This is an optimization exercise on Yosys and OpenROAD, whose aim is a short achievable clock period and few clock cycles, not a production implementation.
In this exercise RTL edits were held to simulation tests only and were not proved equivalent to the original.
Power and IR drop assume default switching activity.

==> design.v <==
module alu(data_operandA, data_operandB, ctrl_ALUopcode,
			ctrl_shiftamt, data_result, isNotEqual, isLessThan, overflow);
	input [31:0] data_operandA, data_operandB;
	input [4:0] ctrl_ALUopcode, ctrl_shiftamt;
	output [31:0] data_result;
	output isNotEqual, isLessThan, overflow;
	wire signed[31:0] inner_A, inner_B;
	reg signed[31:0] inner_result;
	reg inner_cout;
	assign inner_A = data_operandA;
	assign inner_B = data_operandB;
	assign data_result = inner_result;
	assign isNotEqual = inner_A != inner_B;
	assign isLessThan = inner_A < inner_B;
	assign overflow = inner_cout != inner_result[31];
	always @(ctrl_ALUopcode or inner_A or inner_B or ctrl_shiftamt)
		begin
			{inner_cout, inner_result} = inner_A + inner_B;
			case (ctrl_ALUopcode)
				0 : {inner_cout, inner_result} = inner_A + inner_B;   
				1 : {inner_cout, inner_result} = inner_A - inner_B;	 
				2 : inner_result = inner_A & inner_B;  			 
				3 : inner_result = inner_A | inner_B;  			 
				4 : inner_result = inner_A << ctrl_shiftamt;		 
				5 : inner_result = inner_A >>> ctrl_shiftamt;	 
			endcase
		end
endmodule
module pc (clk, reset, pc_next, pc);
	input[11:0] pc_next;
	input clk, reset;
	output[11:0] pc;
	reg[11:0] pc;
	always@(posedge clk) begin
		if(reset) begin
			pc <= 12'd0;
		end
		else begin
			pc <= pc_next;
		end
	end
endmodule
module regfile(
	clock, ctrl_writeEnable, ctrl_reset, ctrl_writeReg,
	ctrl_readRegA, ctrl_readRegB, data_writeReg, data_readRegA,
	data_readRegB
);
	input clock, ctrl_writeEnable, ctrl_reset;
	input [4:0] ctrl_writeReg, ctrl_readRegA, ctrl_readRegB;
	input [31:0] data_writeReg;
	output [31:0] data_readRegA, data_readRegB;
	reg[31:0] registers[31:0];
	integer i;
	always @(posedge clock)
	begin
		if(ctrl_reset)
			begin
				for(i = 0; i < 32; i = i + 1)
					begin
						registers[i] <= 32'd0;
					end
			end
		else
			if(ctrl_writeEnable && ctrl_writeReg != 5'd0)
				registers[ctrl_writeReg] <= data_writeReg;
	end
	assign data_readRegA = registers[ctrl_readRegA];
	assign data_readRegB = registers[ctrl_readRegB];
endmodule
module processor(
    clock,                           
    reset,                           
    address_imem,                    
    q_imem,                          
    address_dmem,                    
    data,                            
    wren,                            
    q_dmem,                          
    ctrl_writeEnable,                
    ctrl_writeReg,                   
    ctrl_readRegA,                   
    ctrl_readRegB,                   
    data_writeReg,                   
    data_readRegA,                   
    data_readRegB                    
);
    input clock, reset;
    output [11:0] address_imem;
    input [31:0] q_imem;
    output [11:0] address_dmem;
    output [31:0] data;
    output wren;
    input [31:0] q_dmem;
    output ctrl_writeEnable;
    output [4:0] ctrl_writeReg, ctrl_readRegA, ctrl_readRegB;
    output [31:0] data_writeReg;
    input [31:0] data_readRegA, data_readRegB;
	 wire[11:0] pc, pc_next;
	 wire[31:0] data_operandB, data_result, sx_N, ovf_label;
	 wire[4:0] Opcode, ALU_op, rd, rs, rt, shamt;
	 wire is_alu, is_addi, is_add, is_sub, is_lw, is_ovf, is_add_ovf, is_sub_ovf, is_addi_ovf, isNotEqual, isLessThan,overflow, is_sw;
	 pc instance_pc(.clk(clock), .reset(reset), .pc_next(pc_next), .pc(pc));  
	 assign address_imem = pc[11:0];   
	 assign Opcode = q_imem[31:27];
	 assign rd = q_imem[26:22];
	 assign rs = q_imem[21:17];
	 assign rt = q_imem[16:12];
	 assign is_alu = Opcode == 5'b0000_0 ? 1'b1 : 1'b0;    
	 assign is_addi = Opcode == 5'b0010_1 ? 1'b1 : 1'b0;   
	 assign is_sw = Opcode == 5'b0011_1 ? 1'b1 : 1'b0; 	 
	 assign is_lw = Opcode == 5'b0100_0 ? 1'b1 : 1'b0; 	 
	 assign ALU_op = is_alu ? q_imem[6:2] : 5'd0;
	 assign shamt = is_alu ? q_imem[11:7] : 5'd0;
	 assign is_add = (is_alu & ALU_op == 5'b0000_0) ? 1'b1:1'b0;   
	 assign is_sub = (is_alu & ALU_op == 5'b0000_1) ? 1'b1:1'b0;   
	 assign sx_N[31:16] = q_imem[16] ? 16'hFFFF : 16'h0000;
	 assign sx_N[15:0] = q_imem[15:0];
	 assign data_operandB = (is_addi | is_lw | is_sw) ? sx_N : data_readRegB;
	 alu instance_alu(data_readRegA, data_operandB, ALU_op, shamt, data_result, isNotEqual, isLessThan, overflow);
	 assign is_add_ovf = overflow & is_add;
	 assign is_sub_ovf = overflow & is_sub;
	 assign is_addi_ovf = overflow & is_addi;
	 assign is_ovf = is_add_ovf | is_sub_ovf | is_addi_ovf;
	 assign ovf_label = is_ovf ? (is_add ? 32'd1 : (is_addi ? 32'd2 : 32'd3)) : 32'd0;
	 assign address_dmem = data_result[11:0];
	 assign data = data_readRegB;
	 assign wren = is_sw;
	 assign ctrl_readRegA = rs;
	 assign ctrl_readRegB = is_sw ? rd : rt;
	 assign ctrl_writeReg = is_ovf ? 5'd30 : rd;
	 assign data_writeReg = is_ovf ? ovf_label :(is_lw ? q_dmem : data_result);
	 assign ctrl_writeEnable = is_sw ? 1'b0 : 1'b1;
	 assign pc_next = pc + 12'd1;
endmodule
module skeleton(clock, reset, address_imem, q_imem, address_dmem, data, wren, q_dmem);
	 input clock, reset;
    output [11:0] address_imem;
    input [31:0] q_imem;
    output [11:0] address_dmem;
    output [31:0] data;
    output wren;
    input [31:0] q_dmem;
    wire ctrl_writeEnable;
    wire [4:0] ctrl_writeReg, ctrl_readRegA, ctrl_readRegB;
	 wire [31:0] data_writeReg;
    wire [31:0] data_readRegA, data_readRegB;
    regfile my_regfile(
        clock,
        ctrl_writeEnable,
        reset,
        ctrl_writeReg,
        ctrl_readRegA,
        ctrl_readRegB,
        data_writeReg,
        data_readRegA,
        data_readRegB
    );
    processor my_processor(
        clock,                           
        reset,                           
        address_imem,                    
        q_imem,                          
        address_dmem,                    
        data,                            
        wren,                            
        q_dmem,                          
        ctrl_writeEnable,                
        ctrl_writeReg,                   
        ctrl_readRegA,                   
        ctrl_readRegB,                   
        data_writeReg,                   
        data_readRegA,                   
        data_readRegB                    
    );
endmodule
==> run.sh <==
#!/bin/bash
# synth_recipe.tcl (not shown) runs the flow's synth.tcl, then flattens the netlist and writes it again
# the make line also repeats each setting of config.mk as NAME=value (left out here)
make -C /OpenROAD-flow-scripts/flow DESIGN_CONFIG=/design/flow/config.mk WORK_HOME=/design/flow/orfs CLKGATE_MAP_FILE= SYNTH_SCRIPT=/design/flow/synth_recipe.tcl finish
==> config.mk <==
export PLATFORM = sky130hd
export DESIGN_NAME = skeleton
export DESIGN_NICKNAME = skeleton
export VERILOG_FILES = /design/flow/design.v
export SDC_FILE = /design/flow/constraint.sdc
export NUM_CORES = 4
export LEC_CHECK = 0
export CAP_MARGIN = 20
export CORE_MARGIN = 2
export CORE_UTILIZATION = 40
export PLACE_DENSITY = 0.6
export SLEW_MARGIN = 20
==> constraint.sdc <==
create_clock -name core_clock -period 11.0 [get_ports {clock}]
set_input_delay 2.2000 -clock core_clock [delete_from_list [all_inputs] [get_ports {clock}]]
set_output_delay 2.2000 -clock core_clock [all_outputs]
set_load 0.01 [all_outputs]
==> run summary <==
-- what timing repair did --
item / 4_1_cts / 5_1_grt
hold endpoints to repair: 0 / 0
endpoints found under the setup margin: 0 / 9
resized for setup: 0 / 10
buffers inserted: 0 / 5
-- per-stage QoR --
step / std cells / area [um^2] / power, W
finish: 8276 / 75800 / 0.0124
global route: 8272 / 75800 / 0.0127
CTS: 8263 / 75600 / 0.0123
detailed placement: 8072 / 72200 / 0.00867
global placement: 8072 / 72200 / 0.00865
floorplan: 5848 / 64400 / 0.00674
-- cell usage after synthesis (90+ instances only) --
| library cell | count | area [um^2] |
|---|---|---|
| clkbuf_1 | 241 | 905 |
| mux2i_1 | 581 | 5820 |
| edfxtp_1 | 1024 | 30700 |
| mux4_2 | 293 | 6600 |
| ha_1 | 97 | 1210 |
| nand2_1 | 351 | 1320 |
| nand3_1 | 152 | 761 |
| a22oi_1 | 126 | 946 |
| nor2_1 | 1149 | 4310 |
| buf_2 | 215 | 1080 |
| o22ai_1 | 137 | 857 |
| a21oi_1 | 159 | 796 |
| inv_1 | 119 | 447 |
| a211oi_1 | 90 | 676 |
| o21ai_0 | 126 | 631 |
-- critical path, delay by kind of cell --
family / cells / cell delay, ns
adder cells (fa/ha/maj): 1 / 0.40
AO/OA/AOI/OAI: 6 / 1.12
multiplexers: 3 / 1.29
XOR/XNOR: 1 / 0.13
buffers and inverters: 8 / 2.26
AND/OR/NAND/NOR: 6 / 1.09
-- layout by cell type, fill, tap and decap left out, types with 107 or more instances in the layout --
cell type / instances
mux4_2: 293
buf_12: 145
edfxtp_1: 1024
mux2i_1: 575
a22oi_1: 126
nand3_1: 122
buf_4: 427
o21ai_0: 121
clkdlybuf4s50_1: 116
nand2_1: 348
inv_1: 119
nor2_1: 1141
a21oi_1: 159
clkbuf_16: 107
o22ai_1: 137
-- layer usage --
layer	vias to the layer above	GRT usage, %
met4	10	27.1
met2	4398	55.6
met5	-	0
met1	27400	43.8
met3	1221	10.2
li1	22400	-
-- state kept, by name, summed over array words and instances, names as in the netlist --
register                     flops
my_regfile.registers          1024
my_processor.instance_pc.pc     12
-- layout make-up --
cell class                 instances  area (um^2)  area share, %
clock buffer                     118         2700           3.56
sequential                      1036        31000           40.9
antenna                            6         15.0         0.0198
inverter                         122          458          0.604
multi-input combinational       4138        30900           40.8
timing repair buffer             697         7400           9.76
tap                             2086         2610           3.44
clock inverter                    73          718          0.948
-- worst max-delay path by stage --
stage	from	endpoint	slack, ns	depth (start not counted)
floorplan	q_imem[30]	my_regfile.registers[12][0]	1.01	29
global placement	q_imem[27]	address_dmem[7]	0.03	26
detailed placement	q_imem[27]	my_regfile.registers[31][18]	0.01	33
CTS	q_imem[27]	address_dmem[10]	0.02	24
global route	q_imem[27]	address_dmem[11]	-0.04	26
finish	q_imem[27]	address_dmem[11]	0.22	25
-- power by group through the flow --
| stage | Combinational, W | Clock, W | Sequential, W |
|---|---|---|---|
| 5_1_grt | 0.00427 | 0.00380 | 0.00464 |
| 3_5_place_dp | 0.00396 | 0 | 0.00471 |
| 6_report | 0.00412 | 0.00366 | 0.00463 |
| 2_1_floorplan | 0.00208 | 0 | 0.00466 |
| 4_1_cts | 0.00397 | 0.00366 | 0.00463 |
| 3_3_place_gp | 0.00395 | 0 | 0.00470 |
-- kinds of logic (layout without fill, tap and decap cells) --
logic type                 count (synthesis)  after routing
buffers and inverters                    674           1010
DFF                                     1036           1036
xor gates and xnor gates                  58             58
and+or+nand+nor                         2042           2042
AOI/OAI and AO/OA                        993            993
muxes                                    914            914
adders and majority gates                 99             99
other                                      1             38
==> key figures <==
Setup path
  – Reg-to-Reg End: my_regfile.registers[31][18]
  – Worst-path maximum fanout: 18
  – Startpoint Class: primary input
  – Most frequent CP cell: buf_12
  – Crit path capture type: output pin
  – Worst Reg-to-Reg Cells: 27
  – WP data required: 8.80 ns
  – Crit Reg-Reg Startpoint: my_regfile.registers[30][0]
  – Worst reg-to-reg setup slack: 4.07 ns
  – Crit path DAT: 8.58 ns
  – Max stage delay on crit path: 0.54 ns
  – Slowest-stage cell, CP: clkdlybuf4s50_1
  – Critical path type: primary input to output pin

Placed design
  – Routability cong.: 1.05
  – DP HPWL: 213000 um
  – DP Worst Slack: 0.0141 ns
  – PortBufs: 122

STA
  – Tcrit/Tclk final: 98.0%
  – Final setup vio count: 0
  – PnR worst setup slack: 0.217 ns
  – RSZ-0062 raised after global routing: true
  – Clk_skew: 0.0517 ns
  – Fmax: 92.7 MHz
  – Minimum clock period: 10.78 ns
  – Final TNS setup: 0 ns
  – Least-Margin Pin Slew: 1.27 ns
  – Hold Worst Slack: 0.472 ns
  – Final Hold Fails: 0
  – Max-slew violation count: 0
  – Worst slew margin: 15.2%

Die
  – Chip height: 405 um
  – Rows: 147
  – Area of the die: 0.164 mm^2
  – Starting Density: 40.1%
  – Core Region: 0.160 mm^2
  – # IOs: 123
  – Chip width: 405 um

Job
  – Max_cap viols: 0

Synth
  – Synth Area in Adders: 1.95%
  – Synth unique cells: 91
  – Share of synthesized registers carrying an async set or reset: 0%
  – Compound-gate portion of the synthesized area: 10.5%
  – Post-synthesis average cell area: 11.0 um^2
  – Ys flop type: edfxtp_1
  – Proportion of synthesized chip area in sequential cells: 48.2%
  – Mapped Cells: 5817
  – Mux cell area share after synthesis: 20.0%
  – Post-synth EDFFs: 1024
  – Largest family of logic cells by synthesized area: multiplexers
  – Warnings from Yosys: 3
  – Seq cells post-synth: 1036
  – Synthesized cell area: 0.0642 mm^2
  – Post-synthesis xor/xnor area fraction: 0.791%
  – Simple-gate share of the synthesized area: 13.8%

Power
  – Clock Power Share: 29.5%
  – Flop pwr share: 37.3%
  – Comb power frac: 33.2%
  – Switch share: 35.4%
  – Peak VDD IR: 161 uV
  – Leakage dissipation: 28.7 nW
  – Psw: 0.00439 W
  – Pwr dens: 164 mW/mm^2
  – Power Internal: 0.00802 W

Drt
  – Via count: 55400
  – Initial DRC count: 8099
  – WL met1: 103000 um
  – # DRC: 0
  – Total Routed Length: 304000 um
  – Via density per instance: 6.69
  – Highest metal used: met5
  – DR pass1 iterations: 6
  – Met2 wire len: 133000 um
  – Wire per inst: 36.7 um
  – Post-route antenna net violation count: 0
  – Met3 WL: 39900 um

Clocking
  – Max Buffers Root-to-Sink: 3
  – CTS root buf: clkbuf_16
  – Hold-fix buffers, CTS: 0
  – Clk pin slew, worst setup/hold paths: 0.06 ns
  – Num CTS Buffers: 105
  – Clk latency of the worst-skew pair: 0.77 ns
  – H-tree depth: 3
  – CTS Sinks: 1036
  – TritonCTS clock tree: done

GRT
  – Antenna violations before repair: 16
  – Global route overflow: 0
  – First-pass GRT wire length: 416000 um
  – GRT Resource Usage Total: 36.3%
  – Vias in the first global route: 53400
  – Pin count of the biggest net entering global routing: 110

Worst hold path
  – HP Start: my_processor.instance_pc.pc[0]
  – Worst hold path class: register to register
  – Worst hold path endpoint: my_processor.instance_pc.pc[0]
  – Worst Hold Depth: 1

Layout
  – Nets: 6265
  – Fill cell count: 14500
  – Area grow syn2layout: 17.9%
  – Layout cells sized above 1: 19.5%
  – Final core occ: 47.4%

Run status
  – Status: complete, no violations
Testbench counts, summed over its fixed seeds: cycles 7,392.

-- what the ideal ports hide --
How much do the figures lean on ideal ports? The routed layout below was timed once more, with nothing changed but the port constraints.
Step 1 assumes that a clkbuf_16 drives the clock port and a buf_2 every other input.
Step 2 times the ports against the registers' clock, not the clock port: input delays grow and output delays shrink by t, the midpoint of the rising clock arrivals with the driver on.
Slacks: ideal / step 1 / step 2; pairs: ideal / step 1.
t (ns): 0.811
slack for setup (ns): 0.217 / 0.185 / -0.274
slew at the worst register clock pin (ns): 0.07 / 0.07
worst slew at a driven data input, ns: 0.12
With both steps, setup timing fails in this run, where it was met with ideal ports. For this run, drivers alone change the setup slack by -0.032 ns; drivers and shift together by -0.491 ns.
